Background: an optimization exercise with open tools, aiming at small area. Do not read the settings as production practice. At most, simulation tests tie the RTL to the original design; equivalence was not proved.

==> inputs of job 7350 <==
==> flow/design.v (excerpt) <==
module matched_filter_despreader_sync (sample_i, sample_q, input_sample_valid,clk,reset,
										despread_sample_i, despread_sample_q, despread_sample_valid);
input [15:0] sample_i,sample_q;
input input_sample_valid,clk,reset;
output [31:0] despread_sample_i,despread_sample_q;
output despread_sample_valid;
reg s0, s1, s2, s3, vout, en, enn;
reg [4:0] cnt;
always @(posedge clk or posedge reset)
if (reset) begin
	s0 <= 1'b0; s1 <= 1'b0; s2 <= 1'b0; s3 <= 1'b0; vout <= 1'b0;
	en <= 1'b0; enn <= 1'b1;
	cnt <= 5'd0;
end else begin
	s0 <= input_sample_valid; s1 <= s0; s2 <= s1; s3 <= s2; vout <= s3;
	en <= input_sample_valid | s0 | s1 | s2;
	enn <= ~(input_sample_valid | s0 | s1 | s2);
	if (input_sample_valid && cnt != 5'd20) cnt <= cnt + 5'd1;
end
wire v0 = cnt > 5'd0;
wire v1 = cnt > 5'd1;
wire v2 = cnt > 5'd2;
wire v3 = cnt > 5'd3;
wire v4 = cnt > 5'd4;
wire v5 = cnt > 5'd5;
wire v6 = cnt > 5'd6;
wire v7 = cnt > 5'd7;
wire v8 = cnt > 5'd8;
wire v9 = cnt > 5'd9;
wire v10 = cnt > 5'd10;
wire v11 = cnt > 5'd11;
wire v12 = cnt > 5'd12;
wire v13 = cnt > 5'd13;
wire v14 = cnt > 5'd14;
wire v15 = cnt > 5'd15;
wire v16 = cnt > 5'd16;
wire v17 = cnt > 5'd17;
wire v18 = cnt > 5'd18;
wire v19 = cnt > 5'd19;
  ...
==> flow/config.mk <==
export PLATFORM = sky130hd
export DESIGN_NAME = matched_filter_despreader_sync
export DESIGN_NICKNAME = matched_filter_despreader_sync
export VERILOG_FILES = /design/flow/design.v
export SDC_FILE = /design/flow/constraint.sdc
export NUM_CORES = 4
export LEC_CHECK = 0
export CAP_MARGIN = 20
export CORE_MARGIN = 2
export CORE_UTILIZATION = 85
export SLEW_MARGIN = 20
export SYNTH_HIERARCHICAL = 1
==> flow/constraint.sdc <==
create_clock -name core_clock -period 10.0 [get_ports {clk}]
set_input_delay 2.0000 -clock core_clock [delete_from_list [all_inputs] [get_ports {clk}]]
set_output_delay 2.0000 -clock core_clock [all_outputs]
set_load 0.01 [all_outputs]
standard.sh (not shown) runs the stock make flow with config.mk's settings and CLKGATE_MAP_FILE= SYNTH_SCRIPT=/design/flow/synth_recipe.tcl, a recipe that flattens the netlist after the stock synthesis.
==> flow/flow/run.sh <==
#!/bin/bash
# Own flow: the standard layout, with a leaner clock tree (no dummy loads,
# clusters of about 26 sinks per clkbuf_16) and the smallest buffer on each port.
# The ORFS output goes to standard.log in this folder.
export CTS_ARGS="-sink_clustering_enable -repair_clock_nets -dont_use_dummy_load -buf_list sky130_fd_sc_hd__clkbuf_16 -sink_clustering_size 26 -sink_clustering_max_diameter 60"
export BUFFER_PORTS_ARGS="-buffer_cell sky130_fd_sc_hd__buf_1"
bash standard.sh > standard.log 2>&1
==> job 7509 (differences from job 7350) <==
==> flow/flow/run.sh (replaced) <==
#!/bin/bash
# Own flow: the standard layout, with a leaner clock tree (no dummy loads,
# clusters of about 10 sinks per clkbuf_4) and the smallest buffer on each port.
# The ORFS output goes to standard.log in this folder.
export CTS_ARGS="-sink_clustering_enable -repair_clock_nets -dont_use_dummy_load -buf_list sky130_fd_sc_hd__clkbuf_4 -sink_clustering_size 10 -sink_clustering_max_diameter 30"
export BUFFER_PORTS_ARGS="-buffer_cell sky130_fd_sc_hd__buf_1"
bash standard.sh > standard.log 2>&1
==> comparison table <==
	job 7350	job 7509
Met2 Track Usage GR	0.6411	0.6046
Vias in the first global route	19830	19780
Final routed wire length divided by cell count	28.67 um	26.33 um
Status	finished clean	finished clean
Final worst-path cycle share	0.9622	0.9615
Final design utilization	0.8962	0.8906
Number of detailed-route iterations in the first pass	9	7
Via count of the routed design	19220	19090
Master cell of the clock root buffer	sky130_fd_sc_hd__clkbuf_16	sky130_fd_sc_hd__clkbuf_4
Met3 routed wirelength	9.162 mm	8.348 mm
R2R setup slack	0.38 ns	0.38 ns
Clk pin slew, worst setup/hold paths	0.10 ns	0.09 ns
Worst-case clock skew	0.06181 ns	0.1502 ns
Number of cells in the finished layout apart from fillers	2643	2706
Wire length reported by the detailed router	75.78 mm	71.24 mm
Critical path required time	10.42 ns	10.62 ns
Total clock buffers created by CTS	38	101
Post-synthesis to final-layout area growth	3.830%	3.186%
Share of cell area taken by flip-flops and latches	0.4435	0.4462
Clock insertion delay at the later pin of the skew report	0.57 ns	0.85 ns
Fraction of layout cells with a size suffix above 1	0.05716	0.08356


==> inputs of 09-04 <==
Another version of the RTL of matched_filter_despreader_sync (not shown whole).
==> flow/design.v (excerpt) <==
module matched_filter_despreader_sync (sample_i, sample_q, input_sample_valid,clk,reset,
										despread_sample_i, despread_sample_q, despread_sample_valid);
Settings: LEC_CHECK=0, CAP_MARGIN=20, CORE_MARGIN=2, CORE_UTILIZATION=60, SLEW_MARGIN=20, SYNTH_HIERARCHICAL=1; clock period 10.0 ns.
run.sh (not shown) runs the stock make flow with config.mk's settings and CLKGATE_MAP_FILE= SYNTH_SCRIPT=/design/flow/synth_recipe.tcl, a recipe that flattens the netlist after the stock synthesis.
Stock flow here: none of the scripts above is used.
==> 10-19: changes against 09-04 <==
==> flow/flow/run.sh (new file) <==
#!/bin/bash
export CTS_ARGS="-sink_clustering_enable -repair_clock_nets -dont_use_dummy_load -buf_list sky130_fd_sc_hd__clkbuf_8 -sink_clustering_size 20 -sink_clustering_max_diameter 60"
bash standard.sh > standard.log 2>&1
==> flow/standard.sh (new file) <==
#!/bin/bash
# synth_recipe.tcl (not shown) runs the flow's synth.tcl, then flattens the netlist and writes it again
# the make line also repeats each setting of config.mk as NAME=value (left out here)
make -C /OpenROAD-flow-scripts/flow DESIGN_CONFIG=/design/flow/config.mk WORK_HOME=/design/flow/orfs CLKGATE_MAP_FILE= SYNTH_SCRIPT=/design/flow/synth_recipe.tcl "${@:-finish}"
removed: flow/run.sh
==> 12-12: changes against 09-04 <==
--- a/flow/config.mk
+++ b/flow/config.mk
@@ -8,5 +8,7 @@
 export CAP_MARGIN = 20
 export CORE_MARGIN = 2
 export CORE_UTILIZATION = 60
+export CTS_BUF_LIST = sky130_fd_sc_hd__clkbuf_4
+export CTS_CLUSTER_SIZE = 30
 export SLEW_MARGIN = 20
 export SYNTH_HIERARCHICAL = 1
==> comparison <==
Core utilization: 10-19 < 12-12 < 09-04. Sequential cell count is the same in 10-19 and 09-04. In area after synthesis, 12-12 and 09-04 do not differ. First-iteration DRC count, highest first: 10-19, 12-12, 09-04. Worst hold slack: 12-12 is higher than 10-19 (0.0055 ns). In fmax, 09-04 and 12-12 hardly differ. Of 09-04 and 12-12, 09-04 has the higher worst setup slack (gap 0.0085 ns). Cell count: 12-12 > 09-04 > 10-19.
Function was not checked in any run of this note: the RTL went through the layout flow alone.

-- re-timing with driven ports --
How much do the figures lean on ideal ports? The routed layouts below were timed once more, with nothing changed but the port constraints.
Step 1 (the two cells are an assumption about what drives the block):
set clk [get_ports {clk}]
set_driving_cell -lib_cell sky130_fd_sc_hd__clkbuf_16 $clk
set_driving_cell -lib_cell sky130_fd_sc_hd__buf_2 [delete_from_list [all_inputs] $clk]
Step 2, shift: input delay + t, output delay - t, t = (earliest + latest rising clock arrival at the registers) / 2. This alone moves slack from input paths to output paths.
Three values: no drivers, after step 1, after step 2; two values: the first two.
run | t, ns | slack for setup (ns) | hold slack, ns | worst data-port slew with drivers (ns) | cell pins on the clock port's net
job 7350 | 0.601 | 0.378 / 0.378 / 0.378 | 0.382 / 0.382 / 0.382 | 0.05 | 1
job 7509 | 0.834 | 0.385 / 0.385 / 0.385 | 0.351 / 0.351 / 0.351 | 0.05 | 1
09-04 | 0.663 | 0.892 / 0.892 / 0.892 | 0.382 / 0.382 / 0.382 | 0.06 | 1
10-19 | 0.689 | 0.942 / 0.942 / 0.942 | 0.374 / 0.374 / 0.374 | 0.07 | 1
12-12 | 1.022 | 0.883 / 0.883 / 0.883 | 0.379 / 0.379 / 0.379 | 0.07 | 1
After both steps every run listed still meets setup and hold.
